Background: an optimization exercise with open tools, aiming at small area and a short achievable clock period. Do not read the settings as production practice.
Where RTL was checked, it was by simulation tests only, not by an equivalence proof against the original.
Power and IR drop assume default switching activity.

==> flow/design.v (excerpt) <==
module FourBitBP(
    input clk,
    input [2:0] branchID,
    input outcome,
    input reset,
    output reg miss
    );
For scale: about 7 I/O pins, roughly 0.013 mm^2 of cells after synthesis.
==> module FourBitBP, before the edit <==
module FourBitBP(
    input clk,
    input [2:0] branchID,
    input outcome,
    input reset,
    output reg miss
    );
    reg [3:0] BHT [0:7];
    reg [1:0] Counters [0:127];
    reg       rst_r;             
    reg [2:0] bid_r;             
    reg [3:0] h_r;               
    reg [1:0] c_r;               
    reg       o_r;               
    reg       self_r;            
    wire [1:0] wd_r = rst_r ? 2'b00 :
                      {(c_r[1] & c_r[0]) | (o_r & (c_r[1] | c_r[0])),
                       (c_r[1] & ~c_r[0]) | (o_r & (c_r[1] | ~c_r[0]))};
    wire [7:0]  we_b;
    wire [15:0] we_h;
    wire [1:0]  cb [0:7];
    genvar b, j;
    generate
        for (b = 0; b < 8; b = b + 1) begin : g_rd
            assign we_b[b] = rst_r | (bid_r == b);
            assign cb[b] = (rst_r | (self_r & (bid_r == b))) ? wd_r :
                           Counters[{b[2:0], BHT[b]}];
        end
        for (j = 0; j < 16; j = j + 1) begin : g_weh
            assign we_h[j] = rst_r | (h_r == j);
        end
    endgenerate
    wire [1:0] c = cb[branchID];
    wire [3:0] h = BHT[branchID];
    always @(posedge clk) begin
        miss   <= ~reset & (c[1] ^ outcome);
        rst_r  <= reset;
        bid_r  <= branchID;
        h_r    <= h;
        c_r    <= c;
        o_r    <= outcome;
        self_r <= (h == {4{outcome}});
    end
    generate
        for (b = 0; b < 8; b = b + 1) begin : g_bht
            always @(posedge clk) begin
                if (reset)
                    BHT[b] <= 4'b0000;
                else if (branchID == b)
                    BHT[b] <= {BHT[b][2:0], outcome};
            end
            for (j = 0; j < 16; j = j + 1) begin : g_cnt
                always @(posedge clk) begin
                    if (we_b[b] & we_h[j])
                        Counters[b*16+j] <= wd_r;
                end
            end
        end
    endgenerate
endmodule
==> flow/config.mk <==
export PLATFORM = sky130hd
export DESIGN_NAME = FourBitBP
export DESIGN_NICKNAME = FourBitBP
export VERILOG_FILES = /design/flow/design.v
export SDC_FILE = /design/flow/constraint.sdc
export NUM_CORES = 4
export LEC_CHECK = 0
export ABC_AREA = 1
export CAP_MARGIN = 20
export CORE_MARGIN = 2
export CORE_UTILIZATION = 40
export CTS_BUF_LIST = sky130_fd_sc_hd__clkbuf_8
export CTS_CLUSTER_DIAMETER = 60
export CTS_CLUSTER_SIZE = 12
export SETUP_SLACK_MARGIN = 3.7
export SLEW_MARGIN = 20
==> flow/constraint.sdc <==
create_clock -name core_clock -period 6.0 [get_ports {clk}]
set_input_delay 1.2000 -clock core_clock [delete_from_list [all_inputs] [get_ports {clk}]]
set_output_delay 1.2000 -clock core_clock [all_outputs]
set_load 0.01 [all_outputs]
run.sh (not shown) runs the stock make flow with config.mk's settings and CLKGATE_MAP_FILE= SYNTH_SCRIPT=/design/flow/synth_recipe.tcl, a recipe that flattens the netlist after the stock synthesis.
Change:
--- a/flow/design.v
+++ b/flow/design.v
@@ -13,5 +13,5 @@
     reg [1:0] c_r;               
     reg       o_r;               
-    reg       self_r;            
+    reg [7:0] byp_r;             
     wire [1:0] wd_r = rst_r ? 2'b00 :
                       {(c_r[1] & c_r[0]) | (o_r & (c_r[1] | c_r[0])),
@@ -24,6 +24,5 @@
         for (b = 0; b < 8; b = b + 1) begin : g_rd
             assign we_b[b] = rst_r | (bid_r == b);
-            assign cb[b] = (rst_r | (self_r & (bid_r == b))) ? wd_r :
-                           Counters[{b[2:0], BHT[b]}];
+            assign cb[b] = byp_r[b] ? wd_r : Counters[{b[2:0], BHT[b]}];
         end
         for (j = 0; j < 16; j = j + 1) begin : g_weh
@@ -32,13 +31,11 @@
     endgenerate
     wire [1:0] c = cb[branchID];
-    wire [3:0] h = BHT[branchID];
     always @(posedge clk) begin
         miss   <= ~reset & (c[1] ^ outcome);
         rst_r  <= reset;
         bid_r  <= branchID;
-        h_r    <= h;
+        h_r    <= BHT[branchID];
         c_r    <= c;
         o_r    <= outcome;
-        self_r <= (h == {4{outcome}});
     end
     generate
@@ -49,4 +46,7 @@
                 else if (branchID == b)
                     BHT[b] <= {BHT[b][2:0], outcome};
+            end
+            always @(posedge clk) begin
+                byp_r[b] <= reset | ((branchID == b) & (BHT[b] == {4{outcome}}));
             end
             for (j = 0; j < 16; j = j + 1) begin : g_cnt
=> Count of clock-buffer cells in the layout is higher by 3; first-iteration DRC count came out higher by roughly a tenth; cell count is higher by a few percent; combinational power drops by roughly a tenth; cell area rises slightly; flip-flop and latch count came out higher by 7; routed wire length increases by a few percent; area after synthesis climbs slightly; utilization went down by 0.50 points; critical path depth is unchanged; sequential share of layout area is higher by 0.12 points; maximum frequency fell by a few percent; sequential power is about the same.
No functional check of the RTL was part of the second run of this note.

what the ideal ports hide:
How much do the figures lean on ideal ports? The routed layouts below were timed once more, with nothing changed but the port constraints. Step 1, drivers: a clkbuf_16 drives clk and a buf_2 each remaining input, both assumed. Step 2 moves the port delays by t, midway between the first and last clock arrival at a register: inputs arrive t later, outputs are due t later. That takes back most of the time a late clock gives input paths. Three values: no drivers, after step 1, after step 2; two values: the first two.
run | shift t [ns] | setup slack, ns | worst setup path at the end | clock arrival spread, ns | worst register clock-pin slew, ns
the first run | 0.628 | 3.764 / 3.721 / 3.197 | input to register | 0.031 / 0.030 | 0.09 / 0.09
the second run | 0.651 | 3.703 / 3.655 / 3.166 | input to register | 0.041 / 0.041 | 0.09 / 0.09
After both steps setup and hold are still met in every run listed. The setup slack of the first run, which loses most, moves by -0.043 ns with the drivers and by -0.567 ns with both steps.
